Context: an optimization exercise on an open-source flow, tuned for small area. The choices shown serve that exercise and are no tape-out recipe. RTL that was checked went through simulation tests only; none was proved equivalent to the original. Only the layout flow was run in run 1; the RTL was not checked for function there. No activity file was given, so power comes from the tool's default toggle rates.

==> design/flow/design.v <==
`timescale 1ns / 1ps
module parking(
    input clk,
    input sw,
    input rst,
    input come, place, stop_car,
    output reg full_switch,
    output [15:0] stop_place_num_light,
    input leave,
    input [3:0] outplace_carnum,
    output reg count_down, empty_switch,
    output [6:0] money,
    output reg [6:0] stop_time,
    output [127:0] car_leave_light,
    input [3:0] keyboard_val,
    input pay,
    input empty, change,
    input [3:0] initial_money,
    input [2:0] per_money,
    input [3:0] place_number,
    output [119:0] information_light,
    output [55:0] pay_light,
    input time_end,
    output reg allpay
);
    function [7:0] seg_u;
        input [3:0] d;
        begin
            seg_u[0] = (d[2] & ~d[1] & ~d[0]) | (~d[3] & ~d[2] & ~d[1] & d[0]);
            seg_u[1] = (d[2] & ~d[1] & d[0]) | (d[2] & d[1] & ~d[0]);
            seg_u[2] = (~d[2] & d[1] & ~d[0]);
            seg_u[3] = (d[2] & ~d[1] & ~d[0]) | (d[2] & d[1] & d[0]) | (~d[3] & ~d[2] & ~d[1] & d[0]);
            seg_u[4] = (d[0]) | (d[2] & ~d[1]);
            seg_u[5] = (d[1] & d[0]) | (~d[2] & d[1]) | (~d[3] & ~d[2] & d[0]);
            seg_u[6] = (d[2] & d[1] & d[0]) | (~d[3] & ~d[2] & ~d[1]);
            seg_u[7] = 1'b1;
        end
    endfunction
    function [7:0] seg_t;
        input [3:0] d;
        begin
            seg_t[0] = (d[3] & d[1]) | (d[2] & ~d[1] & ~d[0]) | (~d[3] & ~d[2] & ~d[1] & d[0]);
            seg_t[1] = (d[3] & d[1]) | (d[3] & d[2]) | (d[2] & ~d[1] & d[0]) | (d[2] & d[1] & ~d[0]);
            seg_t[2] = ~((~d[2] & ~d[1]) | (~d[3] & d[0]) | (~d[3] & d[2]));
            seg_t[3] = (d[3] & d[1]) | (d[2] & ~d[1] & ~d[0]) | (d[2] & d[1] & d[0]) | (~d[3] & ~d[2] & ~d[1] & d[0]);
            seg_t[4] = (d[0]) | (d[2] & ~d[1]) | (d[3] & d[1]);
            seg_t[5] = (d[1] & d[0]) | (~d[2] & d[1]) | (d[3] & d[2]) | (~d[3] & ~d[2] & d[0]);
            seg_t[6] = (d[3] & d[1]) | (d[3] & d[2]) | (d[2] & d[1] & d[0]) | (~d[3] & ~d[2] & ~d[1]);
            seg_t[7] = 1'b1;
        end
    endfunction
    function [7:0] seg_10;
        input [3:0] d;
        begin
            seg_10[0] = (d[3] & d[1]) | (d[3] & d[2]) | (d[2] & ~d[1] & ~d[0]) | (~d[3] & ~d[2] & ~d[1] & d[0]);
            seg_10[1] = (d[3] & d[1]) | (d[3] & d[2]) | (d[2] & ~d[1] & d[0]) | (d[2] & d[1] & ~d[0]);
            seg_10[2] = ~((~d[2] & ~d[1]) | (~d[3] & d[0]) | (~d[3] & d[2]));
            seg_10[3] = (d[3] & d[1]) | (d[3] & d[2]) | (d[2] & ~d[1] & ~d[0]) | (d[2] & d[1] & d[0]) | (~d[3] & ~d[2] & ~d[1] & d[0]);
            seg_10[4] = (d[0]) | (d[2] & ~d[1]) | (d[3] & d[1]);
            seg_10[5] = (d[1] & d[0]) | (~d[2] & d[1]) | (d[3] & d[2]) | (~d[3] & ~d[2] & d[0]);
            seg_10[6] = (d[3] & d[1]) | (d[3] & d[2]) | (d[2] & d[1] & d[0]) | (~d[3] & ~d[2] & ~d[1]);
            seg_10[7] = 1'b1;
        end
    endfunction
    function [7:0] seg_8;
        input [2:0] d;
        begin
            seg_8[0] = (~d[2] & ~d[1] & d[0]) | (d[2] & ~d[1] & ~d[0]);
            seg_8[1] = (d[2] & ~d[1] & d[0]) | (d[2] & d[1] & ~d[0]);
            seg_8[2] = (~d[2] & d[1] & ~d[0]);
            seg_8[3] = (~d[2] & ~d[1] & d[0]) | (d[2] & ~d[1] & ~d[0]) | (d[2] & d[1] & d[0]);
            seg_8[4] = (d[0]) | (d[2] & ~d[1]);
            seg_8[5] = (d[1] & d[0]) | (~d[2] & d[0]) | (~d[2] & d[1]);
            seg_8[6] = (~d[2] & ~d[1]) | (d[2] & d[1] & d[0]);
            seg_8[7] = 1'b1;
        end
    endfunction
    function [7:0] seg_ra;
        input [3:0] d;
        begin
            seg_ra[0] = (~d[2] & ~d[1] & d[0]) | (d[2] & ~d[1] & ~d[0]);
            seg_ra[1] = (d[2] & ~d[1] & d[0]) | (d[2] & d[1] & ~d[0]);
            seg_ra[2] = (~d[2] & d[1] & ~d[0]);
            seg_ra[3] = (~d[2] & ~d[1] & d[0]) | (d[2] & ~d[1] & ~d[0]) | (~d[3] & d[2] & d[1] & d[0]);
            seg_ra[4] = (d[2] & ~d[1]) | (~d[3] & d[0]);
            seg_ra[5] = (~d[2] & d[0]) | (~d[2] & d[1]) | (~d[3] & d[1] & d[0]);
            seg_ra[6] = (~d[3] & ~d[2] & ~d[1]) | (~d[3] & d[2] & d[1] & d[0]);
            seg_ra[7] = ~((d[3] & d[0]));
        end
    endfunction
    function [7:0] seg_rb;
        input [3:0] d;
        begin
            seg_rb[0] = (~d[2] & ~d[1] & d[0]) | (d[2] & ~d[1] & ~d[0]);
            seg_rb[1] = (d[2] & ~d[1] & d[0]) | (d[2] & d[1] & ~d[0]);
            seg_rb[2] = (~d[2] & d[1] & ~d[0]);
            seg_rb[3] = (~d[2] & ~d[1] & d[0]) | (d[2] & ~d[1] & ~d[0]) | (d[2] & d[1] & d[0]);
            seg_rb[4] = (d[0]) | (d[2] & ~d[1]);
            seg_rb[5] = (d[1] & d[0]) | (~d[2] & d[0]) | (~d[2] & d[1]);
            seg_rb[6] = (d[2] & d[1] & d[0]) | (~d[3] & ~d[2] & ~d[1]);
            seg_rb[7] = (~d[3]);
        end
    endfunction
    function [3:0] add3;
        input [3:0] d;
        begin
            add3[0] = (d[3] & ~d[0]) | (d[2] & d[1] & ~d[0]) | (~d[3] & ~d[2] & d[0]);
            add3[1] = (d[1] & d[0]) | (~d[2] & d[1]) | (d[3] & ~d[0]);
            add3[2] = (d[3] & d[0]) | (d[2] & ~d[1] & ~d[0]);
            add3[3] = ~((~d[3] & ~d[2]) | (d[2] & ~d[1] & ~d[0]));
        end
    endfunction
    function [15:0] seg2;
        input [6:0] v;
        reg [3:0] a, b, c, d;
        begin
            a = add3({1'b0, v[6:4]});
            b = add3({a[2:0], v[3]});
            c = add3({b[2:0], v[2]});
            d = add3({c[2:0], v[1]});
            seg2 = {seg_t({a[3], b[3], c[3], d[3]}), seg_u({d[2:0], v[0]})};
        end
    endfunction
    reg [5:0] tb;
    wire tick = (tb == 6'd0);
    wire slot = (tb >= 6'd5) && (tb <= 6'd9);
    always @(posedge clk)
        if (rst || tb == 6'd44) tb <= 6'd0;
        else tb <= tb + 6'd1;
    reg [3:0] kv_q;
    reg t1;
    reg [7:0] haspay;
    wire key_a = keyboard_val == 4'hA;
    wire key_d = keyboard_val == 4'hD;
    wire allpay_n = key_d | (allpay & ~key_a);
    wire t1_n = t1 & ~key_a & ~key_d;
    wire add = pay & ~allpay_n & ~t1_n;
    always @(posedge clk) begin
        kv_q <= keyboard_val;
        if (rst) begin
            t1 <= 1'b0;
            haspay <= 8'd0;
            allpay <= 1'b0;
        end else if (keyboard_val != kv_q) begin
            allpay <= allpay_n;
            t1 <= t1_n | add;
            if (add) haspay <= haspay + {keyboard_val, 3'b000} + {keyboard_val, 1'b0} + keyboard_val;
        end
    end
    reg [7:0] occA, occB;           
    reg [2:0] empty_place;
    reg [3:0] initial_mon, place_num;
    reg [2:0] per;
    reg sp_v, sp_row;
    reg [2:0] sp_idx;
    reg cl_v;
    reg [6:0] m_leave, m_pay;
    reg m_sel;                       
    reg [3:0] restA_c;               
    reg [3:0] restB_c;               
    reg [1:0] pl_mode;               
    reg pay_off;
    assign money = m_sel ? m_pay : m_leave;
    wire ctl = sw & ~stop_car;
    wire idle = ctl & ~come & ~leave;
    wire do_empty = idle & empty;
    wire do_info = idle & ~change;
    wire do_come = ctl & come & ~leave;
    wire do_park = sw & come & ~full_switch & ~leave & stop_car & slot;
    wire lv = ctl & ~come & ~full_switch & leave;
    wire do_leave = lv & ~allpay;
    wire do_pay = lv & allpay & ~time_end;
    reg [6:0] cpA [0:7];
    reg [6:0] cpB [0:7];
    wire [6:0] a0 = cpA[0];
    wire [6:0] a0p;
    assign a0p[0] = ~a0[0];
    genvar g, h;
    generate
        for (h = 1; h < 7; h = h + 1) begin : inc_a0
            assign a0p[h] = a0[h] ^ (&a0[h-1:0]);
        end
        for (g = 0; g < 8; g = g + 1) begin : ctr
            wire [6:0] qa = cpA[g];
            wire [6:0] qb = cpB[g];
            wire ena = tick & occA[g] & ~(qa[6] & qa[5] & qa[1] & qa[0]);
            wire [7:0] ca;
            assign ca[0] = ena;
            for (h = 0; h < 7; h = h + 1) begin : ch
                assign ca[h+1] = ena & (&qa[h:0]);
            end
            always @(posedge clk) cpA[g] <= ~({7{rst}} | (qa ~^ ca[6:0]));
            if (g == 0) begin : b0
                wire enb = tick & occB[0] & ~(qb[6] & qb[5] & (qb[2] | (qb[1] & qb[0])));
                always @(posedge clk) cpB[g] <= rst ? 7'd0 : enb ? a0p : qb;
            end else begin : bn
                wire enb = tick & occB[g] & ~(qb[6] & qb[5] & qb[1] & qb[0]);
                wire [7:0] cb;
                assign cb[0] = enb;
                for (h = 0; h < 7; h = h + 1) begin : ch
                    assign cb[h+1] = enb & (&qb[h:0]);
                end
                always @(posedge clk) cpB[g] <= ~({7{rst}} | (qb ~^ cb[6:0]));
            end
        end
    endgenerate
    wire [7:0] occA_i = do_empty ? 8'd0 : occA;
    wire [7:0] occB_i = do_empty ? 8'd0 : occB;
    wire [7:0] cmask = (place_number >= 4'd8) ? 8'hFF : ~(8'hFF << place_number[2:0]);
    wire [7:0] freeA = ~occA_i & cmask;
    wire [7:0] freeB = ~occB_i & cmask;
    wire [3:0] restA = freeA[0] + freeA[1] + freeA[2] + freeA[3] + freeA[4] + freeA[5] + freeA[6] + freeA[7];
    wire [3:0] restB = freeB[0] + freeB[1] + freeB[2] + freeB[3] + freeB[4] + freeB[5] + freeB[6] + freeB[7];
    wire [7:0] occR = place ? occA : occB;
    reg [2:0] ff;
    always @* begin
        casez (occR)
            8'b???????0: ff = 3'd0;
            8'b??????01: ff = 3'd1;
            8'b?????011: ff = 3'd2;
            8'b????0111: ff = 3'd3;
            8'b???01111: ff = 3'd4;
            8'b??011111: ff = 3'd5;
            8'b?0111111: ff = 3'd6;
            default:     ff = 3'd7;
        endcase
    end
    wire rfull = &occR;
    wire [2:0] ep_n = rfull ? empty_place : ff;
    wire [2:0] ox = outplace_carnum[2:0];
    wire ovalid = ~outplace_carnum[3];
    wire [7:0] occL = place ? occA : occB;
    wire occ_l = occL[ox];
    wire [6:0] cp_l = place ? cpA[ox] : cpB[ox];
    wire [3:0] units = (cp_l > 7'd10) ? 4'd10 : cp_l[3:0];
    wire [6:0] fee = initial_mon + per * units;
    wire taken = ovalid & occ_l;
    wire [6:0] money_lv = taken ? fee : money;
    wire [7:0] diff = haspay - {1'b0, money};
    wire short = {1'b0, money} < haspay;
    wire do_settle = do_pay & ~pay_off;
    wire pay_set = do_settle & ~short & ovalid;
    integer k;
    always @(posedge clk) begin
        if (rst) begin
            occA <= 8'd0;
            occB <= 8'd0;
            full_switch <= 1'b0;
            initial_mon <= 4'd9;
            place_num <= 4'd8;
            per <= 3'd5;
            empty_place <= 3'd0;
            count_down <= 1'b0;
            empty_switch <= 1'b0;
            stop_time <= 7'd0;
            sp_v <= 1'b0;
            sp_row <= 1'b0;
            sp_idx <= 3'd0;
            cl_v <= 1'b0;
            m_leave <= 7'd0;
            m_pay <= 7'd0;
            m_sel <= 1'b0;
            restA_c <= 4'd15;
            restB_c <= 4'd8;
            pl_mode <= 2'd0;
            pay_off <= 1'b0;
        end else begin
            if (do_empty) begin
                occA <= 8'd0;
                occB <= 8'd0;
            end
            if (do_info) begin
                initial_mon <= initial_money;
                place_num <= place_number;
                per <= per_money;
                restA_c <= (restB == 4'd8) ? 4'd8 : restA;
                if (restB != 4'd8) restB_c <= restB;
            end
            if (do_come) begin
                empty_place <= ep_n;
                full_switch <= rfull | ({1'b0, ep_n} >= place_num);
            end
            if (do_park) begin
                if (place) occA[empty_place] <= 1'b1;
                else occB[empty_place] <= 1'b1;
                sp_v <= 1'b1;
                sp_row <= place;
                sp_idx <= empty_place;
            end
            if (do_leave) begin
                empty_switch <= ovalid & ~occ_l;
                if (taken) stop_time <= cp_l;
                m_leave <= money_lv;
                m_sel <= 1'b0;
                count_down <= ~count_down;
                pay_off <= 1'b0;
                cl_v <= 1'b1;
            end
            if (do_pay) begin
                if (pay_off) pl_mode <= 2'd1;
                else begin
                    m_pay <= diff[6:0];
                    m_sel <= 1'b1;
                    if (short) begin
                        pl_mode <= 2'd2;
                        count_down <= ~count_down;
                    end else begin
                        pl_mode <= 2'd3;
                        pay_off <= 1'b1;
                    end
                end
            end
            if (pay_set) begin
                if (place) occA[ox] <= 1'b1;
                else occB[ox] <= 1'b1;
            end
        end
    end
    assign stop_place_num_light = sp_v ? {sp_row ? 8'b10001000 : 8'b10000011, seg_8(sp_idx)} : 16'd0;
    assign car_leave_light = cl_v ? {32'b10000111_11110000_11001000_10000110, 8'b11111111, seg2(stop_time),
                                     8'b01111111, 40'b11001000_10100011_10101011_10000110_10010001, 8'b11111111,
                                     seg2(m_leave)} : 128'd0;
    wire info_v = restA_c != 4'd15;
    assign information_light = {info_v ? 8'b10001000 : 8'd0, seg_ra(restA_c), {8{info_v}},
                                info_v ? 8'b10000011 : 8'd0, seg_rb(restB_c), {8{info_v}},
                                info_v ? 16'b10110110_10000111 : 16'd0, info_v ? seg_10(initial_mon) : 8'd0,
                                {8{info_v}}, info_v ? 16'b10000110_10001000 : 16'd0, info_v ? seg_8(per) : 8'd0};
    assign pay_light = (pl_mode == 2'd0) ? 56'd0 :
                       (pl_mode == 2'd1) ? 56'b10000111_11110000_11001000_10000110_10000110_10101011_10100001 :
                       {pl_mode[0] ? 40'b10000011_10001000_11000110_10001010_11111111
                                   : 40'b10101011_10000110_10000110_10100001_11111111, seg2(m_pay)};
endmodule
==> design/flow/flow/run.sh <==
#!/bin/bash
# The standard layout, with the port buffers made from the smallest buffer cell.
set -euo pipefail
bash standard.sh BUFFER_PORTS_ARGS="-buffer_cell sky130_fd_sc_hd__buf_1" > standard.log 2>&1
==> design/flow/standard.sh <==
#!/bin/bash
# synth_recipe.tcl (not shown) runs the flow's synth.tcl, then flattens the netlist and writes it again
# the make line also repeats each setting of config.mk as NAME=value (left out here)
make -C /OpenROAD-flow-scripts/flow DESIGN_CONFIG=/design/flow/config.mk WORK_HOME=/design/flow/orfs CLKGATE_MAP_FILE= SYNTH_SCRIPT=/design/flow/synth_recipe.tcl "${@:-finish}"
==> design/flow/config.mk <==
export PLATFORM = sky130hd
export DESIGN_NAME = parking
export DESIGN_NICKNAME = parking
export VERILOG_FILES = /design/flow/design.v
export SDC_FILE = /design/flow/constraint.sdc
export NUM_CORES = 4
export LEC_CHECK = 0
export ABC_AREA = 1
export CAP_MARGIN = 20
export CORE_MARGIN = 2
export CORE_UTILIZATION = 40
export CTS_BUF_LIST = sky130_fd_sc_hd__clkbuf_8
export CTS_CLUSTER_DIAMETER = 80
export CTS_CLUSTER_SIZE = 16
export SLEW_MARGIN = 20
==> design/flow/constraint.sdc <==
create_clock -name core_clock -period 20.0 [get_ports {clk}]
set_input_delay 4.0000 -clock core_clock [delete_from_list [all_inputs] [get_ports {clk}]]
set_output_delay 4.0000 -clock core_clock [all_outputs]
set_load 0.01 [all_outputs]
==> impl_metrics.py, run 1 <==
metrics = {
    "die": {
        "initial_core_util_pct": 40.69,
        "fp.dieH_um": 199.7,
        "die-area_um2": 39890,
        "pin_count": 368,
        "core_area_um2": 37670,
        "die_w_um": 199.7,
        "rows": 71,
    },
    "finish": {
        "multiInputGateArea_um2": 8325,
        "final_nets": 2493,
        "nFillCells": 3989,
        "area_growth_pct": 2.099,
        "drive_gt1_share_pct": 5.332,
        "antennaDiodeCount": 0,
        "register_area_um2": 4088,
        "final_cells": 2874,
    },
    "drt": {
        "drtPass1Iterations": 6,
        "dr_total_vias": 14100,
        "drt_iter0_markers": 879,
        "avgRoutedWirePerCell_um": 14.24,
        "wirelength_um": 40920,
        "viasPerCell": 4.905,
        "drcViolationCount": 0,
        "ant_nets": 0,
    },
    "timing": {
        "worst_slew_pin_slew_ns": 1.057,
        "clock_skew_ns": 0.03043,
        "timing.fmax_mhz": 118.8,
        "max_slew_margin_pct": 29.52,
        "setup_violations": 0,
        "rsz0062_at_grt": "false",
        "fin_setup_tns_ns": 0,
        "hold_ws_ns": 0.4869,
        "min_period_over_period_pct": 42.09,
        "report.final.hold_viol_count": 0,
        "min_period_ns": 8.419,
        "slew_violations": 0,
    },
    "run_status": {
        "outcome": "finished clean",
    },
    "power": {
        "power.leakage_uw": 0.006801,
        "power.switching_uw": 272.7,
        "vdd_drop_max_mv": 0.03376,
        "p_per_area_nw_per_um2": 53.53,
        "pwr-share-clk_pct": 26.9,
        "power_switching_share_pct": 32.56,
        "p_comb_share_pct": 23.1,
        "p_int_uw": 564.8,
        "power_uw": 837.5,
        "pwr-share-seq_pct": 50.0,
    },
    "clocking": {
        "clock-sinks": 204,
        "post_cts_buffers": 0,
        "clk_path_buf_depth": 3,
        "postCtsResizedCells": 0,
        "postCtsHoldBufs": 0,
        "cts_max_level": 1,
        "cts_buffers": 16,
        "cts_tree": "done",
        "insertion_delay_ns": 0.53,
        "clkTransAtPathRegs_ns": 0.11,
        "clockRootBuffer": "clkbuf_8",
    },
    "critical_path": {
        "worstPathRequired_ns": 20.42,
        "crit_path_max_fanout": 22,
        "cp_data_arrival_time_ns": 8.84,
        "rr_worst_depth": 17,
        "crit_path_end_kind": "flop",
        "start_kind": "input port",
        "worstSetupPathType": "in2reg",
    },
    "job": {
        "drv_cap": 0,
    },
    "placement": {
        "dp_hpwl_um": 32600,
        "io_buffers": 269,
        "dpl.cell_count": 2856,
        "finalWeightedCongestion": 0.9714,
    },
    "grt": {
        "grt_pass1_vias": 12530,
        "grt_remaining_overflow": 0,
        "grt_max_degree": 99,
        "grt_usage_pct": 19.64,
        "grt_pass1_wl_um": 63270,
        "antenna_found_initial": 0,
    },
    "logic_synthesis": {
        "synth.avg_cell_area_um2": 6.781,
        "synth_cell_types": 55,
        "ys_dominant_reg_cell": "dfxtp_1",
        "synth_area_um2": 15320,
        "ys_seq_area_share_pct": 26.65,
        "syn_inst": 2260,
        "async_flop_share_pct": 0,
        "synth_edf_count": 0,
        "synth-seq-cells": 204,
        "ys.warnings.count": 3,
    },
    "worst_hold_path": {
        "min_path_cells": 2,
        "min_path_type": "reg2reg",
    },
}
## stage by stage
stage                     setup WS [ns]  cell area, µm²  util [%]
after floorplan                   12.05           15690         -
after global placement            11.20           15380     40.84
after detailed placement          11.08           15380     40.84
after CTS                         11.64           15640     41.52
after global routing              11.16           15650     41.54
final                             11.58           15650     41.54
## layout by cell type (no fill, tap or decap), types with 4 or more instances in the layout
cell,instances
a211oi_1,6
a21oi_1,165
a21oi_2,5
a31o_2,4
a31oi_1,20
buf_1,268
buf_4,5
clkbuf_8,16
clkinv_1,5
conb_1,98
dfxtp_1,203
fa_1,20
ha_1,80
inv_1,307
inv_2,27
nand2_1,399
nand2_2,23
nand3_1,82
nand3_2,7
nand3b_1,6
nand4_1,50
nand4_2,4
nor2_1,231
nor2_2,10
nor2_4,8
nor3_1,25
nor4_1,7
o211ai_1,11
o21a_1,18
o21ai_0,138
o21ai_1,11
o22ai_1,23
o31ai_1,4
xnor2_1,29
xor2_1,11
## per-layer routing
layer	share of wire, %	track usage (%)
met1	44	24.98
met2	48	34.70
met3	5.9	2.638
met4	2.8	5.597
met5	0	0
## sequential cells by signal, summed over array words and instances (netlist names), 2 cells and up
register,flops
kv_q,4
m_pay,7
tb,6
sp_idx,3
cpB,56
haspay,8
restA_c,4
occB,8
place_num,4
per,3
occA,8
restB_c,4
pl_mode,2
stop_time,7
empty_place,3
initial_mon,4
cpA,56
m_leave,7
## synth_stat cells, types with 18 or more instances
master | n | share of area, %
nand2_2 | 23 | 0.94
buf_4 | 237 | 12
o22ai_1 | 23 | 0.94
nor3_1 | 25 | 0.82
nand3_1 | 82 | 2.7
clkbuf_1 | 33 | 0.81
nand4_1 | 50 | 2.0
inv_1 | 308 | 7.5
nand2_1 | 399 | 9.8
o21a_1 | 18 | 0.88
a21oi_1 | 165 | 5.4
o21ai_0 | 138 | 4.5
ha_1 | 80 | 6.5
xnor2_1 | 29 | 1.7
fa_1 | 20 | 2.6
dfxtp_1 | 204 | 27
a31oi_1 | 20 | 0.82
nor2_1 | 231 | 5.7
inv_2 | 26 | 0.64
## kinds of logic (layout without fill, tap and decap cells)
family	after synthesis	count (layout)	synth area share, %
buf+inv	626	632	21.40
other cells	1	98	0.02447
fa+ha+maj	100	100	9.144
compound gates	425	425	15.55
xor+xnor	40	40	2.286
flops	204	204	26.65
simple gates	864	864	24.94
## final cells by class
class | instances | share of cell area [%]
Multi-Input combinational cell | 1527 | 53.21
Inverter | 339 | 8.133
Sequential cell | 204 | 26.13
Clock inverter | 2 | 0.2479
Clock buffer | 16 | 1.407
Tap cell | 511 | 4.086
Timing Repair Buffer | 275 | 6.789
## power groups by stage
| stage | sequential [µW] | combinational, µW | clock, µW |
|---|---|---|---|
| floorplan | 426 | 180 | 0 |
| global placement | 429 | 190 | 0 |
| detailed placement | 429 | 194 | 0 |
| CTS | 419 | 195 | 232 |
| global route | 421 | 225 | 246 |
| finish | 419 | 193 | 225 |
## critical path, cell delays in order
cell and delay, ns:
buf_1 0.15, clkinv_1 0.19, ha_1 0.18, ha_1 0.48, nor2_1 0.12, nand2_2 0.32
inv_1 0.21, a21oi_1 0.20, nand4_1 0.12, nand2_1 0.10, nand4_1 0.17, nor2_4 0.20
nand3_2 0.12, nand2_1 0.07, inv_1 0.05, fa_1 0.55, fa_1 0.42, ha_1 0.36
a21oi_1 0.16, nand2_1 0.09, nand2_1 0.06, nand2_1 0.05, a21oi_1 0.14, xor2_1 0.17
o21ai_1 0.07, nand2_1 0.06, inv_1 0.03
## final timing paths
path / from / end / slack, ns
worst min register to register: cpB[2][4]$_DFF_P_ / cpB[2][4]$_DFF_P_ / 0.49
worst max register to register: occB[0]$_SDFF_PP0_ / restB_c[0]$_SDFFE_PP0P_ / 15.97
worst max-delay path: outplace_carnum[0] / m_leave[6]$_SDFFE_PP0P_ / 11.58
worst min-delay path: cpB[2][4]$_DFF_P_ / cpB[2][4]$_DFF_P_ / 0.49
==> run 2: changes to the inputs <==
--- a/design/flow/design.v
+++ b/design/flow/design.v
@@ -137,2 +137,35 @@
     wire add = pay & ~allpay_n & ~t1_n;
+    wire hp_1 = haspay[0] ^ keyboard_val[0];
+    wire hp_2 = haspay[0] & keyboard_val[0];
+    wire hp_3 = haspay[1] ^ keyboard_val[0] ^ keyboard_val[1];
+    wire hp_4 = (haspay[1] & keyboard_val[0]) | (haspay[1] & keyboard_val[1]) | (keyboard_val[0] & keyboard_val[1]);
+    wire hp_5 = hp_2 ^ hp_3;
+    wire hp_6 = hp_2 & hp_3;
+    wire hp_7 = haspay[2] ^ keyboard_val[1] ^ keyboard_val[2];
+    wire hp_8 = (haspay[2] & keyboard_val[1]) | (haspay[2] & keyboard_val[2]) | (keyboard_val[1] & keyboard_val[2]);
+    wire hp_9 = hp_4 ^ hp_6 ^ hp_7;
+    wire hp_10 = (hp_4 & hp_6) | (hp_4 & hp_7) | (hp_6 & hp_7);
+    wire hp_11 = haspay[3] ^ keyboard_val[0] ^ keyboard_val[2];
+    wire hp_12 = (haspay[3] & keyboard_val[0]) | (haspay[3] & keyboard_val[2]) | (keyboard_val[0] & keyboard_val[2]);
+    wire hp_13 = keyboard_val[3] ^ hp_8 ^ hp_10;
+    wire hp_14 = (keyboard_val[3] & hp_8) | (keyboard_val[3] & hp_10) | (hp_8 & hp_10);
+    wire hp_15 = hp_11 ^ hp_13;
+    wire hp_16 = hp_11 & hp_13;
+    wire hp_17 = haspay[4] ^ keyboard_val[1] ^ keyboard_val[3];
+    wire hp_18 = (haspay[4] & keyboard_val[1]) | (haspay[4] & keyboard_val[3]) | (keyboard_val[1] & keyboard_val[3]);
+    wire hp_19 = hp_12 ^ hp_14 ^ hp_16;
+    wire hp_20 = (hp_12 & hp_14) | (hp_12 & hp_16) | (hp_14 & hp_16);
+    wire hp_21 = hp_17 ^ hp_19;
+    wire hp_22 = hp_17 & hp_19;
+    wire hp_23 = haspay[5] ^ keyboard_val[2] ^ hp_18;
+    wire hp_24 = (haspay[5] & keyboard_val[2]) | (haspay[5] & hp_18) | (keyboard_val[2] & hp_18);
+    wire hp_25 = hp_20 ^ hp_22 ^ hp_23;
+    wire hp_26 = (hp_20 & hp_22) | (hp_20 & hp_23) | (hp_22 & hp_23);
+    wire hp_27 = haspay[6] ^ keyboard_val[3] ^ hp_24;
+    wire hp_28 = (haspay[6] & keyboard_val[3]) | (haspay[6] & hp_24) | (keyboard_val[3] & hp_24);
+    wire hp_29 = hp_26 ^ hp_27;
+    wire hp_30 = hp_26 & hp_27;
+    wire hp_31 = haspay[7] ^ hp_28 ^ hp_30;
+    wire hp_32 = (haspay[7] & hp_28) | (haspay[7] & hp_30) | (hp_28 & hp_30);
+    wire [7:0] haspay_add = {hp_31, hp_29, hp_25, hp_21, hp_15, hp_9, hp_5, hp_1};
     always @(posedge clk) begin
@@ -146,3 +179,3 @@
             t1 <= t1_n | add;
-            if (add) haspay <= haspay + {keyboard_val, 3'b000} + {keyboard_val, 1'b0} + keyboard_val;
+            if (add) haspay <= haspay_add;
         end
@@ -211,4 +244,32 @@
     wire [7:0] freeB = ~occB_i & cmask;
-    wire [3:0] restA = freeA[0] + freeA[1] + freeA[2] + freeA[3] + freeA[4] + freeA[5] + freeA[6] + freeA[7];
-    wire [3:0] restB = freeB[0] + freeB[1] + freeB[2] + freeB[3] + freeB[4] + freeB[5] + freeB[6] + freeB[7];
+    wire pcA_1 = freeA[0] ^ freeA[1] ^ freeA[2];
+    wire pcA_2 = (freeA[0] & freeA[1]) | (freeA[0] & freeA[2]) | (freeA[1] & freeA[2]);
+    wire pcA_3 = freeA[3] ^ freeA[4] ^ freeA[5];
+    wire pcA_4 = (freeA[3] & freeA[4]) | (freeA[3] & freeA[5]) | (freeA[4] & freeA[5]);
+    wire pcA_5 = freeA[6] ^ freeA[7] ^ pcA_1;
+    wire pcA_6 = (freeA[6] & freeA[7]) | (freeA[6] & pcA_1) | (freeA[7] & pcA_1);
+    wire pcA_7 = pcA_3 ^ pcA_5;
+    wire pcA_8 = pcA_3 & pcA_5;
+    wire pcA_9 = pcA_2 ^ pcA_4 ^ pcA_6;
+    wire pcA_10 = (pcA_2 & pcA_4) | (pcA_2 & pcA_6) | (pcA_4 & pcA_6);
+    wire pcA_11 = pcA_8 ^ pcA_9;
+    wire pcA_12 = pcA_8 & pcA_9;
+    wire pcA_13 = pcA_10 ^ pcA_12;
+    wire pcA_14 = pcA_10 & pcA_12;
+    wire [3:0] restA = {pcA_14, pcA_13, pcA_11, pcA_7};
+    wire pcB_1 = freeB[0] ^ freeB[1] ^ freeB[2];
+    wire pcB_2 = (freeB[0] & freeB[1]) | (freeB[0] & freeB[2]) | (freeB[1] & freeB[2]);
+    wire pcB_3 = freeB[3] ^ freeB[4] ^ freeB[5];
+    wire pcB_4 = (freeB[3] & freeB[4]) | (freeB[3] & freeB[5]) | (freeB[4] & freeB[5]);
+    wire pcB_5 = freeB[6] ^ freeB[7] ^ pcB_1;
+    wire pcB_6 = (freeB[6] & freeB[7]) | (freeB[6] & pcB_1) | (freeB[7] & pcB_1);
+    wire pcB_7 = pcB_3 ^ pcB_5;
+    wire pcB_8 = pcB_3 & pcB_5;
+    wire pcB_9 = pcB_2 ^ pcB_4 ^ pcB_6;
+    wire pcB_10 = (pcB_2 & pcB_4) | (pcB_2 & pcB_6) | (pcB_4 & pcB_6);
+    wire pcB_11 = pcB_8 ^ pcB_9;
+    wire pcB_12 = pcB_8 & pcB_9;
+    wire pcB_13 = pcB_10 ^ pcB_12;
+    wire pcB_14 = pcB_10 & pcB_12;
+    wire [3:0] restB = {pcB_14, pcB_13, pcB_11, pcB_7};
     wire [7:0] occR = place ? occA : occB;
@@ -235,7 +296,50 @@
     wire [3:0] units = (cp_l > 7'd10) ? 4'd10 : cp_l[3:0];
-    wire [6:0] fee = initial_mon + per * units;
+    wire fe_1 = initial_mon[0] ^ (per[0] & units[0]);
+    wire fe_2 = initial_mon[0] & (per[0] & units[0]);
+    wire fe_3 = initial_mon[1] ^ (per[0] & units[1]) ^ (per[1] & units[0]);
+    wire fe_4 = (initial_mon[1] & (per[0] & units[1])) | (initial_mon[1] & (per[1] & units[0])) | ((per[0] & units[1]) & (per[1] & units[0]));
+    wire fe_5 = fe_2 ^ fe_3;
+    wire fe_6 = fe_2 & fe_3;
+    wire fe_7 = initial_mon[2] ^ (per[0] & units[2]) ^ (per[1] & units[1]);
+    wire fe_8 = (initial_mon[2] & (per[0] & units[2])) | (initial_mon[2] & (per[1] & units[1])) | ((per[0] & units[2]) & (per[1] & units[1]));
+    wire fe_9 = (per[2] & units[0]) ^ fe_4 ^ fe_6;
+    wire fe_10 = ((per[2] & units[0]) & fe_4) | ((per[2] & units[0]) & fe_6) | (fe_4 & fe_6);
+    wire fe_11 = fe_7 ^ fe_9;
+    wire fe_12 = fe_7 & fe_9;
+    wire fe_13 = initial_mon[3] ^ (per[0] & units[3]) ^ (per[1] & units[2]);
+    wire fe_14 = (initial_mon[3] & (per[0] & units[3])) | (initial_mon[3] & (per[1] & units[2])) | ((per[0] & units[3]) & (per[1] & units[2]));
+    wire fe_15 = (per[2] & units[1]) ^ fe_8 ^ fe_10;
+    wire fe_16 = ((per[2] & units[1]) & fe_8) | ((per[2] & units[1]) & fe_10) | (fe_8 & fe_10);
+    wire fe_17 = fe_12 ^ fe_13 ^ fe_15;
+    wire fe_18 = (fe_12 & fe_13) | (fe_12 & fe_15) | (fe_13 & fe_15);
+    wire fe_19 = (per[1] & units[3]) ^ (per[2] & units[2]) ^ fe_14;
+    wire fe_20 = ((per[1] & units[3]) & (per[2] & units[2])) | ((per[1] & units[3]) & fe_14) | ((per[2] & units[2]) & fe_14);
+    wire fe_21 = fe_16 ^ fe_18 ^ fe_19;
+    wire fe_22 = (fe_16 & fe_18) | (fe_16 & fe_19) | (fe_18 & fe_19);
+    wire fe_23 = (per[2] & units[3]) ^ fe_20 ^ fe_22;
+    wire fe_24 = ((per[2] & units[3]) & fe_20) | ((per[2] & units[3]) & fe_22) | (fe_20 & fe_22);
+    wire [6:0] fee = {fe_24, fe_23, fe_21, fe_17, fe_11, fe_5, fe_1};
     wire taken = ovalid & occ_l;
     wire [6:0] money_lv = taken ? fee : money;
-    wire [7:0] diff = haspay - {1'b0, money};
-    wire short = {1'b0, money} < haspay;
+    wire df_1 = haspay[0] ^ ~money[0] ^ 1'b1;
+    wire df_2 = (haspay[0] & ~money[0]) | (haspay[0] & 1'b1) | (~money[0] & 1'b1);
+    wire df_3 = haspay[1] ^ ~money[1] ^ df_2;
+    wire df_4 = (haspay[1] & ~money[1]) | (haspay[1] & df_2) | (~money[1] & df_2);
+    wire df_5 = haspay[2] ^ ~money[2] ^ df_4;
+    wire df_6 = (haspay[2] & ~money[2]) | (haspay[2] & df_4) | (~money[2] & df_4);
+    wire df_7 = haspay[3] ^ ~money[3] ^ df_6;
+    wire df_8 = (haspay[3] & ~money[3]) | (haspay[3] & df_6) | (~money[3] & df_6);
+    wire df_9 = haspay[4] ^ ~money[4] ^ df_8;
+    wire df_10 = (haspay[4] & ~money[4]) | (haspay[4] & df_8) | (~money[4] & df_8);
+    wire df_11 = haspay[5] ^ ~money[5] ^ df_10;
+    wire df_12 = (haspay[5] & ~money[5]) | (haspay[5] & df_10) | (~money[5] & df_10);
+    wire df_13 = haspay[6] ^ ~money[6] ^ df_12;
+    wire df_14 = (haspay[6] & ~money[6]) | (haspay[6] & df_12) | (~money[6] & df_12);
+    wire df_15 = haspay[7] ^ 1'b1 ^ df_14;
+    wire df_16 = (haspay[7] & 1'b1) | (haspay[7] & df_14) | (1'b1 & df_14);
+    wire df_17 = 1'b1 ^ df_16;
+    wire df_18 = 1'b1 & df_16;
+    wire [8:0] dd = {df_17, df_15, df_13, df_11, df_9, df_7, df_5, df_3, df_1};
+    wire [7:0] diff = dd[7:0];
+    wire short = ~dd[8] & (|dd[7:0]);
     wire do_settle = do_pay & ~pay_off;
--- a/design/flow/config.mk
+++ b/design/flow/config.mk
@@ -11,5 +11,5 @@
 export CORE_UTILIZATION = 40
-export CTS_BUF_LIST = sky130_fd_sc_hd__clkbuf_8
-export CTS_CLUSTER_DIAMETER = 80
-export CTS_CLUSTER_SIZE = 16
+export CTS_BUF_LIST = sky130_fd_sc_hd__clkbuf_16
+export CTS_CLUSTER_DIAMETER = 100
+export CTS_CLUSTER_SIZE = 40
 export SLEW_MARGIN = 20
==> impl_metrics.py, run 2 <==
metrics = {
    "drt": {
        "wirelength_um": 41690,
        "avgRoutedWirePerCell_um": 14.76,
        "dr_total_vias": 13740,
        "drcViolationCount": 0,
        "drtPass1Iterations": 5,
        "drt_iter0_markers": 826,
        "viasPerCell": 4.865,
        "ant_nets": 0,
    },
    "die": {
        "initial_core_util_pct": 40.35,
        "fp.dieH_um": 198.2,
        "pin_count": 368,
        "die_w_um": 198.2,
        "die-area_um2": 39290,
        "rows": 71,
        "core_area_um2": 37400,
    },
    "critical_path": {
        "rr_endpoint": "occB[0]$_SDFF_PP0_",
        "r2r_start": "m_leave[0]$_SDFFE_PP0P_",
        "regToRegSetupSlack_ns": 14.92,
        "worstPathRequired_ns": 20.40,
        "start_kind": "input port",
        "crit_path_max_fanout": 11,
        "rr_worst_depth": 20,
        "worstSetupPathType": "in2reg",
        "crit_path_end_kind": "flop",
        "cp_data_arrival_time_ns": 9.40,
    },
    "logic_synthesis": {
        "synth.avg_cell_area_um2": 6.819,
        "synth_edf_count": 0,
        "ys_dominant_reg_cell": "dfxtp_1",
        "synth_area_leaders": "dfxtp_1, buf_4, nand2_1",
        "synth.most_common_cell": "nand2_1",
        "yosys.area.top_type": "dfxtp_1",
        "ys.warnings.count": 3,
        "async_flop_share_pct": 0,
        "synth_cell_types": 60,
        "yosys.area.top_type_share_pct": 27.06,
        "synth_common_cells": "nand2_1, inv_1, buf_4",
        "syn_inst": 2213,
        "ys_seq_area_share_pct": 27.06,
        "synth-seq-cells": 204,
        "synth_area_um2": 15090,
    },
    "timing": {
        "slew_violations": 0,
        "min_period_ns": 9.003,
        "max_slew_margin_pct": 29.82,
        "min_period_over_period_pct": 45.01,
        "hold_ws_ns": 0.4779,
        "rsz0062_at_grt": "false",
        "setup_violations": 0,
        "report.final.hold_viol_count": 0,
        "clock_skew_ns": 0.03516,
        "worst_slew_pin_slew_ns": 1.043,
        "timing.fmax_mhz": 111.1,
        "fin_setup_tns_ns": 0,
    },
    "power": {
        "power_uw": 883.8,
        "vdd_drop_max_mv": 0.04203,
        "p_per_area_nw_per_um2": 56.85,
        "power.leakage_uw": 0.006725,
    },
    "clocking": {
        "clockRootBuffer": "clkbuf_16",
        "cts_buffers": 12,
        "postCtsHoldBufs": 0,
        "postCtsResizedCells": 0,
        "clk_path_buf_depth": 3,
        "cts_tree": "done",
        "post_cts_buffers": 0,
        "insertion_delay_ns": 0.50,
        "cts_max_level": 1,
        "clock-sinks": 204,
        "clkTransAtPathRegs_ns": 0.12,
    },
    "finish": {
        "design_area_um2": 15550,
        "mostFrequentLayoutCells": "nand2_1, inv_1, buf_1",
        "nFillCells": 3945,
        "top_regs": "cpA (56), cpB (56)",
        "area_growth_pct": 3.027,
        "final_nets": 2420,
        "final_common_cell": "nand2_1",
        "multiInputGateArea_um2": 7964,
        "register_area_um2": 4085,
        "utilization_pct": 41.57,
        "drive_gt1_share_pct": 6.661,
    },
    "placement": {
        "finalWeightedCongestion": 0.8920,
        "io_buffers": 269,
        "dp_hpwl_um": 33690,
        "place_area_um2": 15090,
    },
    "grt": {
        "antenna_found_initial": 0,
        "grt_usage_pct": 20.63,
        "grt_remaining_overflow": 0,
        "grt_max_degree": 70,
        "grt_pass1_vias": 11930,
        "grt_pass1_wl_um": 64080,
    },
    "worst_hold_path": {
        "hold_end": "place_num[1]$_SDFFE_PP0P_",
        "min_path_type": "reg2reg",
        "hp-start": "place_num[1]$_SDFFE_PP0P_",
        "min_path_cells": 2,
    },
    "job": {
        "drv_cap": 0,
    },
    "run_status": {
        "outcome": "finished clean",
    },
}
[run 2: cell count changes after synthesis, moves of 9 or more]
| cell | change |
|---|---|
| nand2_1 | -24 |
| fa_1 | +13 |
| nor2_2 | +9 |
| nand3_1 | +22 |
| nor2_1 | -18 |
| o21ai_0 | -17 |
| nand4_1 | -22 |
| inv_1 | +17 |
| nand2_2 | +11 |
| ha_1 | -29 |
[run 2: critical path: stages]
cell and delay (ns):
buf_1 0.28, ha_1 0.50, nand2_1 0.37, o22ai_1 0.27
nor2_1 0.06, nand3b_1 0.16, nand3_1 0.09, nand2_1 0.13
inv_1 0.05, nand2_1 0.10, nor2_4 0.05, nand3b_1 0.14
nand2_1 0.09, fa_1 0.51, inv_1 0.04, ha_1 0.18
fa_1 0.35, inv_1 0.07, fa_1 0.42, fa_1 0.40
fa_1 0.39, inv_1 0.07, fa_1 0.40, inv_1 0.06
nor2_1 0.04, o21ai_1 0.13, inv_1 0.04
[run 2: final cells by class]
| cell class | instances | share of cell area, % |
|---|---|---|
| multi-input cells | 1453 | 51.23 |
| flip-flops and latches | 204 | 26.28 |
| inverters | 361 | 8.716 |
| repair buffers | 274 | 6.761 |
| well taps | 511 | 4.113 |
| clock buffers | 13 | 2.093 |
| clock inverters | 7 | 0.7968 |
| diodes | 1 | 0.01610 |
[run 2: through the flow]
step | cells | worst slack (ns)
floorplan | 2310 | 11.33
global placement | 2802 | 10.52
detailed placement | 2802 | 10.48
CTS | 2822 | 10.99
global route | 2823 | 10.55
finish | 2824 | 11.00
[run 2: how the worst max path moves through the flow]
stage / from / endpoint / slack [ns]
floorplan: outplace_carnum[0] / m_leave[5]$_SDFFE_PP0P_ / 11.33
global placement: outplace_carnum[1] / m_leave[5]$_SDFFE_PP0P_ / 10.52
detailed placement: outplace_carnum[1] / m_leave[5]$_SDFFE_PP0P_ / 10.48
CTS: outplace_carnum[1] / m_leave[5]$_SDFFE_PP0P_ / 10.99
global route: outplace_carnum[1] / m_leave[5]$_SDFFE_PP0P_ / 10.55
finish: outplace_carnum[0] / m_leave[5]$_SDFFE_PP0P_ / 11.00
[run 2: layer usage]
metal / routed length, µm / part of all wire [%] / GRT usage, % / vias up
li1: - / - / - / 6902
met1: 18200 / 44 / 26.78 / 6341
met2: 19760 / 47 / 35.40 / 425
met3: 2387 / 5.7 / 2.299 / 70
met4: 1345 / 3.2 / 7.212 / 0
met5: 0 / 0 / 0 / -
[run 2: cell families after synthesis]
group           count (synthesis)  synth area share (%)
compound gates                405                 15.17
xor+xnor                       27                 1.567
fa+ha+maj                      84                 8.607
buf+inv                       653                 22.57
flops                         204                 27.06
other cells                     1               0.02485
simple gates                  839                 25.00
[run 2: power breakdown]
group          internal, µW  switching [µW]  total (µW)  leakage [µW]
Clock                   152             156         308      0.000219
Combinational          48.7             109         158       0.00486
Sequential              412            5.65         418       0.00165
==> run 3: changes to the inputs <==
--- a/design/flow/config.mk
+++ b/design/flow/config.mk
@@ -11,5 +11,5 @@
 export CORE_UTILIZATION = 40
-export CTS_BUF_LIST = sky130_fd_sc_hd__clkbuf_16
-export CTS_CLUSTER_DIAMETER = 100
-export CTS_CLUSTER_SIZE = 40
+export CTS_BUF_LIST = sky130_fd_sc_hd__clkbuf_8
+export CTS_CLUSTER_DIAMETER = 80
+export CTS_CLUSTER_SIZE = 16
 export SLEW_MARGIN = 20
==> impl_metrics.py, run 3 <==
metrics = {
    "finish": {
        "design_area_um2": 15390,
        "final_nets": 2425,
        "area_growth_pct": 1.965,
        "drive_gt1_share_pct": 6.658,
        "final_common_cell": "nand2_1",
        "mostFrequentLayoutCells": "nand2_1, inv_1, buf_1",
        "final_cells": 2825,
        "utilization_pct": 41.14,
        "top_regs": "cpA (56), cpB (56)",
    },
    "clocking": {
        "postCtsHoldBufs": 0,
        "postCtsResizedCells": 0,
        "clk_path_buf_depth": 3,
        "cts_max_level": 1,
        "cts_buffers": 17,
        "insertion_delay_ns": 0.54,
        "clkTransAtPathRegs_ns": 0.11,
        "clockRootBuffer": "clkbuf_8",
        "cts_tree": "done",
        "clock-sinks": 204,
        "post_cts_buffers": 0,
    },
    "die": {
        "die_w_um": 198.2,
        "rows": 71,
        "fp.dieH_um": 198.2,
        "die-area_um2": 39290,
        "core_area_um2": 37400,
        "initial_core_util_pct": 40.35,
        "pin_count": 368,
    },
    "grt": {
        "antenna_found_initial": 0,
        "grt_usage_pct": 20.70,
        "grt_max_degree": 70,
        "grt_pass1_vias": 11990,
        "grt_pass1_wl_um": 64270,
        "grt_remaining_overflow": 0,
    },
    "drt": {
        "wirelength_um": 41910,
        "drcViolationCount": 0,
        "ant_nets": 0,
        "drt_iter0_markers": 840,
        "avgRoutedWirePerCell_um": 14.84,
        "viasPerCell": 4.857,
        "drtPass1Iterations": 6,
        "dr_total_vias": 13720,
    },
    "logic_synthesis": {
        "synth_cell_types": 60,
        "synth_area_leaders": "dfxtp_1, buf_4, nand2_1",
        "ys.warnings.count": 3,
        "synth_area_um2": 15090,
        "synth.most_common_cell": "nand2_1",
        "async_flop_share_pct": 0,
        "syn_inst": 2213,
        "ys_seq_area_share_pct": 27.06,
        "synth-seq-cells": 204,
        "synth.avg_cell_area_um2": 6.819,
        "synth_common_cells": "nand2_1, inv_1, buf_4",
        "synth_edf_count": 0,
        "yosys.area.top_type": "dfxtp_1",
        "ys_dominant_reg_cell": "dfxtp_1",
        "yosys.area.top_type_share_pct": 27.06,
    },
    "run_status": {
        "outcome": "finished clean",
    },
    "worst_hold_path": {
        "min_path_cells": 2,
        "hp-start": "place_num[1]$_SDFFE_PP0P_",
        "min_path_type": "reg2reg",
        "hold_end": "place_num[1]$_SDFFE_PP0P_",
    },
    "critical_path": {
        "cpPeakStageDelay_ns": 0.51,
        "worstPathRequired_ns": 20.43,
        "crit_path_end_kind": "flop",
        "rr_worst_depth": 20,
        "worstSetupPathType": "in2reg",
        "rr_endpoint": "occB[0]$_SDFF_PP0_",
        "crit_path_max_fanout": 11,
        "cp_data_arrival_time_ns": 9.41,
        "cpMaxStageDelayCell": "ha_1",
        "regToRegSetupSlack_ns": 14.93,
        "start_kind": "input port",
        "r2r_start": "m_leave[0]$_SDFFE_PP0P_",
    },
    "timing": {
        "worst_slew_pin_slew_ns": 1.020,
        "slew_violations": 0,
        "min_period_ns": 8.981,
        "clock_skew_ns": 0.04541,
        "fin_setup_tns_ns": 0,
        "min_period_over_period_pct": 44.91,
        "setup_violations": 0,
        "max_slew_margin_pct": 31.35,
        "rsz0062_at_grt": "false",
        "timing.fmax_mhz": 111.3,
        "report.final.hold_viol_count": 0,
    },
    "power": {
        "power.leakage_uw": 0.006658,
        "p_per_area_nw_per_um2": 52.72,
        "vdd_drop_max_mv": 0.03032,
    },
    "placement": {
        "dpl.cell_count": 2802,
        "dp_hpwl_um": 33690,
        "finalWeightedCongestion": 0.8920,
        "place_area_um2": 15090,
        "io_buffers": 269,
    },
    "job": {
        "drv_cap": 0,
    },
}
==> run 3: routing by layer <==
| layer | track usage (%) | vias to the layer above | share of wire [%] |
|---|---|---|---|
| li1 | - | 6909 | - |
| met1 | 26.77 | 6316 | 44 |
| met2 | 35.28 | 424 | 47 |
| met3 | 2.368 | 72 | 5.6 |
| met4 | 7.937 | 0 | 3.7 |
| met5 | 0 | - | 0 |
==> run 3: worst max-delay path: cells and delay by family <==
family                   cells  cell delay, ns
AND/OR/NAND/NOR              9            1.10
AO/OA/AOI/OAI                3            0.50
adder cells (fa/ha/maj)      8            3.16
buffers and inverters        7            0.64
==> run 3: final cells by class <==
cell class | instances | area [µm²]
diodes | 1 | 2.502
clock buffers | 17 | 234.0
clock inverters | 4 | 55.05
fillers | 3971 | 22010
inverters | 361 | 1355
multi-input cells | 1453 | 7964
flip-flops and latches | 204 | 4085
well taps | 511 | 639.4
repair buffers | 274 | 1051
==> run 3: how the worst max path moves through the flow <==
stage	startpoint	to	slack, ns
after floorplan	outplace_carnum[0]	m_leave[5]$_SDFFE_PP0P_	11.33
after global placement	outplace_carnum[1]	m_leave[5]$_SDFFE_PP0P_	10.52
after detailed placement	outplace_carnum[1]	m_leave[5]$_SDFFE_PP0P_	10.48
after CTS	outplace_carnum[1]	m_leave[5]$_SDFFE_PP0P_	11.04
after global routing	outplace_carnum[1]	m_leave[5]$_SDFFE_PP0P_	10.60
final	outplace_carnum[0]	m_leave[5]$_SDFFE_PP0P_	11.02
==> run 3: cell families after synthesis <==
logic type	share of synthesized area (%)
buffers and inverters	22.57
DFF	27.06
xor gates and xnor gates	1.567
adders and majority gates	8.607
other	0.02485
AOI/OAI and AO/OA	15.17
and+or+nand+nor	25.00
==> run 3: metrics by stage <==
stage / hold slack [ns] / power [µW] / worst slack (ns)
final: 0.4785 / 811.1 / 11.02
after global routing: 0.5017 / 860.3 / 10.60
after CTS: 0.4787 / 822.0 / 11.04
after detailed placement: 0.4639 / 586.0 / 10.48
after global placement: 0.4532 / 583.9 / 10.52
after floorplan: 0.4332 / 572.1 / 11.33
==> run 3: report_power, final <==
| part | internal [µW] | total, µW | switching (µW) | leakage [µW] |
|---|---|---|---|---|
| registers | 412 | 418 | 5.64 | 0.00165 |
| logic | 48.7 | 158 | 109 | 0.00486 |
| clock network | 92.5 | 235 | 143 | 0.000152 |
==> run 4: changes to the inputs <==
--- a/design/flow/design.v
+++ b/design/flow/design.v
@@ -346,2 +346,9 @@
     wire pay_set = do_settle & ~short & ovalid;
+    wire occ_set = do_park | pay_set;
+    wire [2:0] set_idx = do_park ? empty_place : ox;
+    wire [15:0] set_oh = {8'd0, occ_set} << {place, set_idx};
+    always @(posedge clk) begin
+        if (rst || do_empty) {occA, occB} <= 16'd0;
+        else {occA, occB} <= {occA, occB} | set_oh;
+    end
     integer k;
@@ -349,4 +356,2 @@
         if (rst) begin
-            occA <= 8'd0;
-            occB <= 8'd0;
             full_switch <= 1'b0;
@@ -371,6 +376,2 @@
         end else begin
-            if (do_empty) begin
-                occA <= 8'd0;
-                occB <= 8'd0;
-            end
             if (do_info) begin
@@ -387,4 +388,2 @@
             if (do_park) begin
-                if (place) occA[empty_place] <= 1'b1;
-                else occB[empty_place] <= 1'b1;
                 sp_v <= 1'b1;
@@ -416,6 +415,2 @@
             end
-            if (pay_set) begin
-                if (place) occA[ox] <= 1'b1;
-                else occB[ox] <= 1'b1;
-            end
         end
==> impl_metrics.py, run 4 <==
metrics = {
    "timing": {
        "clock_skew_ns": 0.01754,
        "fin_ws_ns": 10.50,
        "report.final.hold_viol_count": 0,
        "slew_violations": 0,
        "worst_slew_pin_slew_ns": 0.8813,
        "setup_violations": 0,
        "min_period_over_period_pct": 47.48,
        "max_slew_margin_pct": 40.63,
        "rsz0062_at_grt": "false",
        "timing.fmax_mhz": 105.3,
        "fin_setup_tns_ns": 0,
        "min_period_ns": 9.496,
    },
    "run_status": {
        "outcome": "finished clean",
    },
    "placement": {
        "finalWeightedCongestion": 0.9261,
        "dpl.cell_count": 2673,
        "dp_worst_setup_slack_ns": 10.01,
        "dp_hpwl_um": 32220,
        "place_area_um2": 14490,
        "io_buffers": 269,
    },
    "die": {
        "die_w_um": 194.2,
        "pin_count": 368,
        "core_area_um2": 35570,
        "die-area_um2": 37710,
        "fp.dieH_um": 194.2,
        "rows": 69,
        "initial_core_util_pct": 40.68,
    },
    "logic_synthesis": {
        "synth_compound_area_share_pct": 16.63,
        "synth-seq-cells": 204,
        "yosys.area.top_type_share_pct": 28.22,
        "ys_dominant_reg_cell": "dfxtp_1",
        "synth_top_family_by_area": "simple AND/OR/NAND/NOR gates",
        "ys.warnings.count": 3,
        "synth_edf_count": 0,
        "synth_cell_types": 58,
        "synth_area_leaders": "dfxtp_1, buf_4, nand2_1",
        "synth.most_common_cell": "nand2_1",
        "async_flop_share_pct": 0,
        "synthAdderAreaFrac_pct": 8.111,
        "ys_seq_area_share_pct": 28.22,
        "yosys.area.top_type": "dfxtp_1",
        "synthMuxAreaShare_pct": 0,
        "synth_common_cells": "nand2_1, inv_1, buf_4",
        "syn_inst": 2122,
        "synth_xor_area_share_pct": 0.6053,
        "synth_area_um2": 14470,
        "synth.avg_cell_area_um2": 6.819,
        "yosys.area_share.simple_pct": 24.13,
    },
    "clocking": {
        "clockRootBuffer": "clkbuf_8",
        "cts_max_level": 1,
        "cts_tree": "done",
        "clkTransAtPathRegs_ns": 0.11,
        "clock-sinks": 204,
        "post_cts_buffers": 0,
        "postCtsResizedCells": 0,
        "clk_path_buf_depth": 3,
        "postCtsHoldBufs": 0,
        "cts_buffers": 16,
        "insertion_delay_ns": 0.53,
    },
    "finish": {
        "drive_gt1_share_pct": 4.527,
        "area_growth_pct": 1.833,
        "nFillCells": 3790,
        "final_cells": 2692,
        "final_common_cell": "nand2_1",
        "design_area_um2": 14740,
        "final_nets": 2334,
        "top_regs": "cpA (56), cpB (56)",
        "mostFrequentLayoutCells": "nand2_1, inv_1, buf_1",
        "antennaDiodeCount": 0,
        "utilization_pct": 41.43,
    },
    "power": {
        "p_per_area_nw_per_um2": 52.93,
        "vdd_drop_max_mv": 0.02792,
        "power.leakage_uw": 0.006321,
    },
    "critical_path": {
        "rr_worst_depth": 19,
        "crit_path_max_fanout": 11,
        "worstSetupPathType": "in2reg",
        "critPathBufInv": 7,
        "critPathTopFamily": "adder cells",
        "cp.depth": 28,
        "cpMaxStageDelayCell": "nor2_1",
        "worstPathRequired_ns": 20.43,
        "cpPeakStageDelay_ns": 0.71,
        "start_kind": "input port",
        "crit_path_end_kind": "flop",
        "cp_data_arrival_time_ns": 9.92,
    },
    "drt": {
        "dr_total_vias": 13300,
        "drcViolationCount": 0,
        "wirelength_um": 40330,
        "drt_iter0_markers": 953,
        "drtPass1Iterations": 5,
        "avgRoutedWirePerCell_um": 14.98,
        "ant_nets": 0,
        "viasPerCell": 4.939,
    },
    "grt": {
        "antenna_found_initial": 0,
        "grt_max_degree": 75,
        "grt_pass1_vias": 11750,
        "grt_pass1_wl_um": 63470,
        "grt_remaining_overflow": 0,
        "grt_usage_pct": 20.66,
    },
    "job": {
        "drv_cap": 0,
    },
    "worst_hold_path": {
        "min_path_type": "reg2reg",
        "min_path_cells": 2,
    },
}
[run 4: logic make-up after synthesis]
| logic type | after synthesis |
|---|---|
| and+or+nand+nor | 786 |
| buffers and inverters | 611 |
| AOI/OAI and AO/OA | 436 |
| DFF | 204 |
| adders and majority gates | 74 |
| xor gates and xnor gates | 10 |
| other | 1 |
[run 4: through the flow]
stage / hold slack, ns / power, µW
2_1_floorplan: 0.4343 / 565.2
3_3_place_gp: 0.4531 / 574.0
3_5_place_dp: 0.4559 / 576.3
4_1_cts: 0.4729 / 789.6
5_1_grt: 0.4989 / 828.2
6_report: 0.4758 / 779.9
[run 4: worst min-delay path, delay by kind of cell, from the launching register on]
| kind | cells | cell delay (ns) |
|---|---|---|
| buffers and inverters | 1 | 0.07 |
| DFF | 1 | 0.31 |
| AOI/OAI and AO/OA | 1 | 0.06 |
[run 4: layout make-up]
| class | instances | area (µm²) | share of cell area (%) |
|---|---|---|---|
| clock buffers | 17 | 234.0 | 1.588 |
| clock inverters | 2 | 8.758 | 0.05944 |
| inverters | 328 | 1235 | 8.381 |
| multi-input cells | 1404 | 7532 | 51.12 |
| flip-flops and latches | 204 | 4085 | 27.72 |
| well taps | 461 | 576.8 | 3.914 |
| repair buffers | 276 | 1064 | 7.217 |
[run 4: worst paths after layout]
check	start	to	slack, ns
hold / removal	place_num[2]$_SDFFE_PP0P_	place_num[2]$_SDFFE_PP0P_	0.48
setup / recovery	outplace_carnum[1]	m_leave[5]$_SDFFE_PP0P_	10.50
hold reg to reg	place_num[2]$_SDFFE_PP0P_	place_num[2]$_SDFFE_PP0P_	0.48
setup reg to reg	m_sel$_SDFF_PP0_	occB[1]$_SDFF_PP0_	14.93
[run 4: where the power goes]
part           internal (µW)  switching (µW)  leakage (µW)
Sequential               412            5.79       0.00165
Clock                   77.3             136      0.000131
Combinational           45.4             103       0.00454
[run 4: layer usage]
layer	part of all wire, %	routed length [µm]	GRT usage (%)
met5	0	0	0
met4	1.9	765	4.125
met3	6.0	2418	2.557
met2	47	18760	34.73
met1	46	18390	28.48
==> run 5: changes to the inputs <==
==> design/flow/flow/run.sh (replaced) <==
#!/bin/bash
# The standard layout with two changes:
#  - synthesis maps the logic with flow/abc_area.script instead of ORFS's ABC script (same
#    synthesis otherwise, so the registers are the standard synthesis's);
#  - the port buffers are the smallest buffer cell.
set -euo pipefail
work=$PWD
# ORFS's synth.tcl, with abc given our script
sed 's|^source \$::env(SCRIPTS_DIR)/synth_preamble.tcl$|&\nset abc_args [lreplace $abc_args 1 1 '"$work"'/flow/abc_area.script]|' \
    "$FLOW_HOME/scripts/synth.tcl" > "$work/synth_abc.tcl"
grep -q "flow/abc_area.script" "$work/synth_abc.tcl"
# The standard flow's synthesis script, sourcing that copy
sed 's|\$::env(SCRIPTS_DIR)/synth.tcl|'"$work"'/synth_abc.tcl|' synth_recipe.tcl > "$work/synth_recipe_abc.tcl"
grep -q "synth_abc.tcl" "$work/synth_recipe_abc.tcl"
sed 's|synth_recipe.tcl|synth_recipe_abc.tcl|' standard.sh > standard_abc.sh
grep -q "synth_recipe_abc.tcl" standard_abc.sh
bash standard_abc.sh BUFFER_PORTS_ARGS="-buffer_cell sky130_fd_sc_hd__buf_1" > standard.log 2>&1
==> design/flow/flow/abc_area.script (new file) <==
strash; &get -n; &deepsyn -T 20; &put; strash; &get -n; &dch -f; &nf -R 1000; &put; topo; stime -c
==> impl_metrics.py, run 5 <==
metrics = {
    "die": {
        "rows": 65,
        "core_area_um2": 31640,
        "fp.dieH_um": 183.4,
        "pin_count": 368,
        "initial_core_util_pct": 40.70,
        "die_w_um": 183.4,
        "die-area_um2": 33640,
    },
    "clocking": {
        "cts_max_level": 1,
        "cts_tree": "done",
        "clkTransAtPathRegs_ns": 0.10,
        "cts_buffers": 16,
        "postCtsResizedCells": 0,
        "clk_path_buf_depth": 3,
        "clockRootBuffer": "clkbuf_8",
        "insertion_delay_ns": 0.52,
        "clock-sinks": 204,
        "post_cts_buffers": 0,
        "postCtsHoldBufs": 0,
    },
    "critical_path": {
        "cpPeakStageDelay_ns": 0.87,
        "cp_data_arrival_time_ns": 9.98,
        "worstPathCellList": "buf_1, nand2_1, nor2_1, a222oi_1, nand4_1, o21ai_0, a31oi_1, nor2_1, o21ai_0, or2_0, nand2_1, fa_1, clkinv_1, ha_1, fa_1, clkinv_1, fa_1, fa_1, fa_1, clkinv_1, fa_1, a221o_1",
        "worstPathRequired_ns": 20.42,
        "start_kind": "input port",
        "path_common_cell": "fa_1",
        "critPathBufInv": 4,
        "crit_path_max_fanout": 14,
        "cpMaxStageDelayCell": "nor2_1",
        "cp.depth": 22,
        "rr_worst_depth": 19,
        "crit_path_end_kind": "flop",
        "critPathTopFamily": "adder cells",
        "worstSetupPathType": "in2reg",
    },
    "power": {
        "p_per_area_nw_per_um2": 57.43,
        "pwr-share-seq_pct": 54.6,
        "pwr-share-clk_pct": 29.1,
        "power_uw": 766.7,
        "power.switching_uw": 221.8,
        "p_int_uw": 544.9,
        "p_comb_share_pct": 16.3,
        "vdd_drop_max_mv": 0.03381,
        "power_switching_share_pct": 28.93,
        "power.leakage_uw": 0.005282,
    },
    "logic_synthesis": {
        "syn_inst": 1558,
        "async_flop_share_pct": 0,
        "synth.most_common_cell": "buf_4",
        "yosys.area.top_type": "dfxtp_1",
        "ys_dominant_reg_cell": "dfxtp_1",
        "synth_area_um2": 12870,
        "ys.warnings.count": 3,
        "synth_area_leaders": "dfxtp_1, buf_4, fa_1",
        "yosys.area.top_type_share_pct": 31.72,
        "synth-seq-cells": 204,
        "synth.avg_cell_area_um2": 8.264,
        "synth_common_cells": "buf_4, dfxtp_1, nand2_1",
        "synth_edf_count": 0,
        "ys_seq_area_share_pct": 31.72,
        "synth_cell_types": 56,
    },
    "placement": {
        "dp_hpwl_um": 27510,
        "place_area_um2": 13080,
        "finalWeightedCongestion": 0.8952,
        "io_buffers": 269,
    },
    "finish": {
        "final_common_cell": "buf_1",
        "design_area_um2": 13350,
        "final_nets": 1822,
        "area_growth_pct": 3.684,
        "mostFrequentLayoutCells": "buf_1, dfxtp_1, nand2_1",
        "drive_gt1_share_pct": 1.863,
        "nFillCells": 3259,
        "antennaDiodeCount": 0,
        "top_regs": "cpA (56), cpB (56)",
    },
    "timing": {
        "worst_slew_pin_slew_ns": 1.169,
        "min_period_over_period_pct": 47.84,
        "rsz0062_at_grt": "false",
        "fin_setup_tns_ns": 0,
        "setup_violations": 0,
        "slew_violations": 0,
        "timing.fmax_mhz": 104.5,
        "max_slew_margin_pct": 21.79,
        "clock_skew_ns": 0.01494,
        "min_period_ns": 9.568,
        "report.final.hold_viol_count": 0,
    },
    "drt": {
        "wirelength_um": 35310,
        "drcViolationCount": 0,
        "ant_nets": 0,
        "drt_iter0_markers": 836,
        "dr_total_vias": 11140,
        "avgRoutedWirePerCell_um": 16.66,
        "drtPass1Iterations": 9,
        "viasPerCell": 5.257,
    },
    "grt": {
        "grt_pass1_wl_um": 53760,
        "grt_remaining_overflow": 0,
        "grt_max_degree": 80,
        "grt_pass1_vias": 9690,
        "antenna_found_initial": 0,
        "grt_usage_pct": 20.18,
    },
    "job": {
        "drv_cap": 0,
    },
    "worst_hold_path": {
        "min_path_type": "reg2reg",
        "min_path_cells": 2,
    },
    "run_status": {
        "outcome": "finished clean",
    },
}
-- run 5: cell types whose count changed after synthesis, moves of 33 or more --
cell | previous run | this run
clkinv_1 | 2 | 75
nand3_1 | 97 | 25
clkbuf_1 | 33 | 0
nand2_1 | 379 | 159
a21oi_1 | 178 | 108
nor2_1 | 189 | 135
o21ai_0 | 156 | 74
and3_1 | 0 | 45
nor2b_1 | 0 | 39
inv_1 | 305 | 0
-- run 5: worst reg2reg max path, cell delays in order, from the launching register on --
cell      delay, ns
dfxtp_1        0.54
mux2_1         0.47
ha_1           0.25
fa_1           0.37
fa_1           0.37
clkinv_1       0.07
fa_1           0.19
fa_1           0.18
clkinv_1       0.07
fa_1           0.39
fa_1           0.41
ha_1           0.28
and4_1         0.20
a41o_1         0.24
and2_0         0.19
nand2b_1       0.21
o22ai_1        0.18
a21oi_1        0.19
nand2_1        0.15
o21ai_0        0.20
-- run 5: area by class of cell --
cell class              instances  area (µm²)  share of cell area (%)
well taps                     402       503.0                   3.768
clock inverters                 1       30.03                  0.2249
clock buffers                  17       234.0                   1.753
flip-flops and latches        204        4085                   30.60
repair buffers                280        1096                   8.211
multi-input cells            1141        7119                   53.33
inverters                      75       281.5                   2.109
-- run 5: cells by family (layout without fill, tap and decap cells) --
logic type	after synthesis	count (layout)	synth area share (%)
AOI/OAI and AO/OA	362	362	18.78
xor gates and xnor gates	33	33	2.245
adders and majority gates	74	74	9.116
buffers and inverters	310	373	15.83
DFF	204	204	31.72
muxes	18	18	1.497
other	1	98	0.02913
and+or+nand+nor	556	556	20.79
-- run 5: worst paths after layout --
check	from	to	slack, ns
max	outplace_carnum[0]	m_leave[5]$_SDFFE_PP0P_	10.43
max reg2reg	m_sel$_SDFF_PP0_	occA[7]$_SDFF_PP0_	14.78
min reg2reg	restB_c[3]$_SDFFE_PP1P_	restB_c[3]$_SDFFE_PP1P_	0.46
min	restB_c[3]$_SDFFE_PP1P_	restB_c[3]$_SDFFE_PP1P_	0.46
-- run 5: metal layers --
layer	wire length, µm	global-route usage [%]	vias to the layer above
met3	1828	2.105	54
met4	988	6.176	0
met1	15520	26.64	5197
met5	0	0	-
met2	16980	34.69	394
li1	-	-	5499
-- run 5: through the flow --
| stage | cells | utilization (%) | hold WS [ns] | setup WS (ns) |
|---|---|---|---|---|
| floorplan | 1655 | - | 0.4329 | 10.91 |
| global placement | 2102 | 41.35 | 0.4424 | 10.01 |
| finish | 2120 | 42.20 | 0.4610 | 10.43 |
| global route | 2120 | 42.20 | 0.4874 | 10.21 |
| detailed placement | 2102 | 41.35 | 0.4496 | 9.929 |
| CTS | 2120 | 42.19 | 0.4696 | 10.50 |
-- run 5: power by group through the flow --
stage          clock [µW]  combinational [µW]  sequential [µW]
5_1_grt               246                 143              420
2_1_floorplan           0                 115              427
3_5_place_dp            0                 125              428
6_report              223                 125              418
4_1_cts               232                 126              418
3_3_place_gp            0                 123              428

==> separate check: timing with driven ports <==
How much do the figures lean on ideal ports? The routed layouts below were timed once more, with nothing changed but the port constraints. Step 1 assumes that a clkbuf_16 drives the clock port and a buf_2 every other input. Step 2 times the ports against the registers' clock, not the clock port: input delays grow and output delays shrink by t, the midpoint of the rising clock arrivals with the driver on. Slacks: ideal / step 1 / step 2; pairs: ideal / step 1.
| run | t, ns | slack for setup (ns) | worst setup path at the end | worst slew at a driven data input, ns | cell pins on the clock port's net |
|---|---|---|---|---|---|
| run 1 | 0.567 | 11.582 / 11.597 / 11.031 | input to register | 0.06 | 1 |
| run 2 | 0.534 | 10.997 / 11.003 / 10.469 | input to register | 0.07 | 1 |
| run 3 | 0.559 | 11.019 / 11.023 / 10.463 | input to register | 0.07 | 1 |
| run 4 | 0.566 | 10.504 / 10.527 / 9.961 | input to register | 0.06 | 1 |
| run 5 | 0.554 | 10.432 / 10.438 / 9.884 | input to register | 0.06 | 1 |
After both steps setup and hold are still met in every run listed. The setup slack of run 3, which loses most, moves by +0.004 ns with the drivers and by -0.556 ns with both steps.
